Background: an optimization exercise with open tools, aiming at small area, a short achievable clock period and few clock cycles per item. Do not read the settings as production practice.
Function was checked by simulation only, so behaviour that the tests miss may differ from the original.
Power and IR drop assume default switching activity.

== the reference run ==
Design projectCPU2020, start of the top module:
module projectCPU2020(
  clk,
  rst,
  wrEn,
  data_fromRAM,
  addr_toRAM,
  data_toRAM,
  PC,
  W
);
==> flow/config.mk <==
export PLATFORM = sky130hd
export DESIGN_NAME = projectCPU2020
export DESIGN_NICKNAME = projectCPU2020
export VERILOG_FILES = /design/flow/design.v
export SDC_FILE = /design/flow/constraint.sdc
export NUM_CORES = 4
export LEC_CHECK = 0
export CAP_MARGIN = 20
export CORE_MARGIN = 2
export CORE_UTILIZATION = 60
export SETUP_SLACK_MARGIN = 2.4
export SLEW_MARGIN = 20
==> flow/constraint.sdc <==
create_clock -name core_clock -period 6.0 [get_ports {clk}]
set_input_delay 1.2000 -clock core_clock [delete_from_list [all_inputs] [get_ports {clk}]]
set_output_delay 1.2000 -clock core_clock [all_outputs]
set_load 0.01 [all_outputs]
standard.sh (not shown) runs the stock make flow with config.mk's settings and CLKGATE_MAP_FILE= SYNTH_SCRIPT=/design/flow/synth_recipe.tcl, a recipe that flattens the netlist after the stock synthesis.
==> flow/flow/run.sh <==
#!/bin/bash
# The standard layout, with two changes:
#  - synthesis runs ORFS's own synth.tcl, patched (patch_synth.py) so that
#    ABC first maps the logic cone of the memory outputs (addr_toRAM, wrEn)
#    on its own, then the rest; optionally without full-adder extraction.
#    The registers, their cells and names are those of the standard synthesis.
#  - the ports get plain buffers (buf_1) instead of delay cells.
set -euo pipefail
here=$(pwd)
rm -rf "$here/scripts_custom"
cp -r "$FLOW_HOME/scripts" "$here/scripts_custom"
python3 "$here/flow/patch_synth.py" "$here/scripts_custom/synth.tcl"
cp "$FLOW_HOME/scripts/abc_speed.script" "$here/scripts_custom/abc_fast.script"
if [[ -f "$here/flow/main.abc" ]]; then cp "$here/flow/main.abc" "$here/scripts_custom/abc_speed.script"; fi
if [[ -f "$here/flow/no_extract_fa" ]]; then export NO_EXTRACT_FA=1; fi
SCRIPTS_DIR="$here/scripts_custom" bash standard.sh synth > make_synth.log 2>&1
unset NO_EXTRACT_FA
export REMOVE_ABC_BUFFERS=1
export BUFFER_PORTS_ARGS="-buffer_cell sky130_fd_sc_hd__buf_1"
bash standard.sh > make_layout.log 2>&1
==> flow/flow/main.abc <==
strash
balance -l; resub -K 6 -l; rewrite -l; resub -K 6 -N 2 -l; refactor -l; resub -K 8 -l; balance -l; resub -K 8 -N 2 -l; rewrite -l; resub -K 10 -l; rewrite -z -l; resub -K 10 -N 2 -l; balance -l; resub -K 12 -l; refactor -z -l; resub -K 12 -N 2 -l; rewrite -z -l; balance -l
dch
map -D 1000
topo
stime -p
==> flow/flow/no_extract_fa <==
present: synthesis skips full-adder extraction
==> flow/flow/patch_synth.py <==
import sys
p = sys.argv[1]
s = open(p).read()
old = "  log_cmd abc {*}$abc_args\n"
new = '''  # the cone of the memory address and write enable: map it on its own first
  select -set oc o:wrEn o:addr_toRAM %ci*:-sky130_fd_sc_hd__dfxtp_1
  log_cmd abc {*}[lreplace $abc_args 1 1 $::env(SCRIPTS_DIR)/abc_fast.script] @oc
  select -clear
  log_cmd abc {*}$abc_args
'''
assert s.count(old) == 1
s = s.replace(old, new)
old = "  extract_fa {*}[dont_use_extract_fa_args]\n"
assert s.count(old) == 1
s = s.replace(old, "  if {![info exists ::env(NO_EXTRACT_FA)]} { extract_fa {*}[dont_use_extract_fa_args] }\n")
open(p, 'w').write(s)
The reference run has completed all stages; timing, DRC and antenna checks passed.
Testbench counts of the reference run, summed over its fixed seeds: cycles 56,242, instructions 26,571.
### the reference run -> the trial run
- a change of CORE_UTILIZATION from 60 to 40
- a change of SETUP_SLACK_MARGIN from 2.4 to 2.2
==> flow/flow/run.sh <==
#!/bin/bash
# The standard layout, except:
#  - synthesis is ORFS's own synthesis script, run with a different ABC
#    script (flow/remap.abc: area recovery under a delay target) in place of
#    abc_speed.script; everything else in synthesis, and the registers, stay
#    as the standard synthesis makes them;
#  - the ports get plain buffers (buf_1) instead of delay cells.
set -euo pipefail
here=$(pwd)
rm -rf "$here/scripts_custom"
cp -r "$FLOW_HOME/scripts" "$here/scripts_custom"
cp "$here/flow/remap.abc" "$here/scripts_custom/abc_speed.script"
SCRIPTS_DIR="$here/scripts_custom" bash standard.sh synth > make_synth.log 2>&1
export BUFFER_PORTS_ARGS="-buffer_cell sky130_fd_sc_hd__buf_1"
bash standard.sh > make_layout.log 2>&1
==> flow/flow/remap.abc (new file) <==
strash
balance -l; resub -K 6 -l; rewrite -l; resub -K 6 -N 2 -l; refactor -l; resub -K 8 -l; balance -l; resub -K 8 -N 2 -l; rewrite -l; resub -K 10 -l; rewrite -z -l; resub -K 10 -N 2 -l; balance -l; resub -K 12 -l; refactor -z -l; resub -K 12 -N 2 -l; rewrite -z -l; balance -l
dch
map -D 1000
topo
removed: flow/flow/main.abc
removed: flow/flow/no_extract_fa
removed: flow/flow/patch_synth.py
### Flow results
The trial run ended with every stage complete and zero timing, DRC or antenna violations. Total wire length after detailed routing delta for the trial run relative to the reference run: 9.1% higher. In the trial run, wire length of the first global-routing pass is higher than in the reference run. Comparing the two runs side by side, the trial run comes out behind the reference run on leakage power of the design. Looking at the trial run and the reference run, the insertion delay to the later sink of the worst-skew pair is a wash. Diff the trial run..the reference run | number of buffers and inverters on the critical path | unchanged. Compared with the reference run, the trial run ends up with more cell area. [compare] base=the reference run new=the trial run: TritonCTS sink count stayed essentially flat, signed area change from the synthesized netlist to the final layout rose by 2.8 points, number of global-route vias before repair fell by about 2.3%, final critical-path setup slack fell by 160 ps. The trial run — post-detailed-placement half-perimeter wirelength about 16% higher, the reference run as reference.

* * *

Starting RTL as in the previous note.
==> flow/config.mk <==
export PLATFORM = sky130hd
export DESIGN_NAME = projectCPU2020
export DESIGN_NICKNAME = projectCPU2020
export VERILOG_FILES = /design/flow/design.v
export SDC_FILE = /design/flow/constraint.sdc
export NUM_CORES = 4
export LEC_CHECK = 0
export CAP_MARGIN = 20
export CORE_MARGIN = 2
export CORE_UTILIZATION = 60
export SETUP_SLACK_MARGIN = 2.2
export SLEW_MARGIN = 20
==> flow/constraint.sdc <==
create_clock -name core_clock -period 6.0 [get_ports {clk}]
set_input_delay 1.2000 -clock core_clock [delete_from_list [all_inputs] [get_ports {clk}]]
set_output_delay 1.2000 -clock core_clock [all_outputs]
set_load 0.01 [all_outputs]
==> flow/flow/run.sh <==
#!/bin/bash
# The standard layout, with two changes:
#  - synthesis runs ORFS's own synth.tcl, patched (patch_synth.py) so that
#    ABC first maps the logic cone of the memory outputs (addr_toRAM, wrEn)
#    on its own, then the rest; optionally without full-adder extraction.
#    The registers, their cells and names are those of the standard synthesis.
#  - the ports get plain buffers (buf_1) instead of delay cells.
set -euo pipefail
here=$(pwd)
rm -rf "$here/scripts_custom"
cp -r "$FLOW_HOME/scripts" "$here/scripts_custom"
python3 "$here/flow/patch_synth.py" "$here/scripts_custom/synth.tcl"
cp "$FLOW_HOME/scripts/abc_speed.script" "$here/scripts_custom/abc_fast.script"
if [[ -f "$here/flow/main.abc" ]]; then cp "$here/flow/main.abc" "$here/scripts_custom/abc_speed.script"; fi
if [[ -f "$here/flow/no_extract_fa" ]]; then export NO_EXTRACT_FA=1; fi
SCRIPTS_DIR="$here/scripts_custom" bash standard.sh synth > make_synth.log 2>&1
unset NO_EXTRACT_FA
export REMOVE_ABC_BUFFERS=1
export BUFFER_PORTS_ARGS="-buffer_cell sky130_fd_sc_hd__buf_1"
bash standard.sh > make_layout.log 2>&1
==> flow/flow/main.abc <==
strash
balance -l; resub -K 6 -l; rewrite -l; resub -K 6 -N 2 -l; refactor -l; resub -K 8 -l; balance -l; resub -K 8 -N 2 -l; rewrite -l; resub -K 10 -l; rewrite -z -l; resub -K 10 -N 2 -l; balance -l; resub -K 12 -l; refactor -z -l; resub -K 12 -N 2 -l; rewrite -z -l; balance -l
balance -l; resub -K 6 -l; rewrite -l; resub -K 6 -N 2 -l; refactor -l; resub -K 8 -l; balance -l; resub -K 8 -N 2 -l; rewrite -l; resub -K 10 -l; rewrite -z -l; resub -K 10 -N 2 -l; balance -l; resub -K 12 -l; refactor -z -l; resub -K 12 -N 2 -l; rewrite -z -l; balance -l
&get -n
&dch
&nf -a
&put
topo
==> flow/flow/no_extract_fa <==
present: synthesis skips full-adder extraction
==> flow/flow/patch_synth.py <==
import sys
p = sys.argv[1]
s = open(p).read()
old = "  log_cmd abc {*}$abc_args\n"
new = '''  # the cone of the memory address and write enable: map it on its own first
  select -set oc o:wrEn o:addr_toRAM %ci*:-sky130_fd_sc_hd__dfxtp_1
  log_cmd abc {*}[lreplace $abc_args 1 1 $::env(SCRIPTS_DIR)/abc_fast.script] @oc
  select -clear
  log_cmd abc {*}$abc_args
'''
assert s.count(old) == 1
s = s.replace(old, new)
old = "  extract_fa {*}[dont_use_extract_fa_args]\n"
assert s.count(old) == 1
s = s.replace(old, "  if {![info exists ::env(NO_EXTRACT_FA)]} { extract_fa {*}[dont_use_extract_fa_args] }\n")
open(p, 'w').write(s)
The first run passed the timing, design-rule and antenna checks.
Testbench counts at the start, summed over its fixed seeds: cycles 56,242, instructions 26,571.
Edit:
--- a/flow/flow/run.sh
+++ b/flow/flow/run.sh
@@ -18 +17,0 @@
-export REMOVE_ABC_BUFFERS=1
- CORE_UTILIZATION: 60 -> 40
- SETUP_SLACK_MARGIN: 2.2 -> 2.5
removed: flow/flow/main.abc
Outcome:
- fmax increases by about a fifth
- power is higher by a quarter to a third
- global-route usage drops by 13 points

-- port drivers added, routing unchanged --
Ports are ideal in the flow. The routed layouts listed here were re-timed in OpenROAD.
Step 1: set_driving_cell puts a clkbuf_16 on clk and a buf_2 on each other input, an assumption about the parent block.
Step 2 moves the port delays by t, midway between the first and last clock arrival at a register: inputs arrive t later, outputs are due t later. That takes back most of the time a late clock gives input paths.
Slacks: ideal / step 1 / step 2; pairs: ideal / step 1.
run | t (ns) | setup slack, ns | worst data-port slew with drivers (ns)
the reference run | 0.329 | 2.381 / 2.359 / 2.148 | 0.03
the trial run | 0.339 | 2.220 / 2.201 / 1.940 | 0.04
the first run of note 2 | 0.328 | 1.773 / 1.759 / 1.432 | 0.06
the second run of note 2 | 0.328 | 2.502 / 2.473 / 2.191 | 0.07
After both steps setup and hold are still met in every run listed. For the first run of note 2, which loses most, drivers alone change the setup slack by -0.014 ns; drivers and shift together by -0.341 ns.
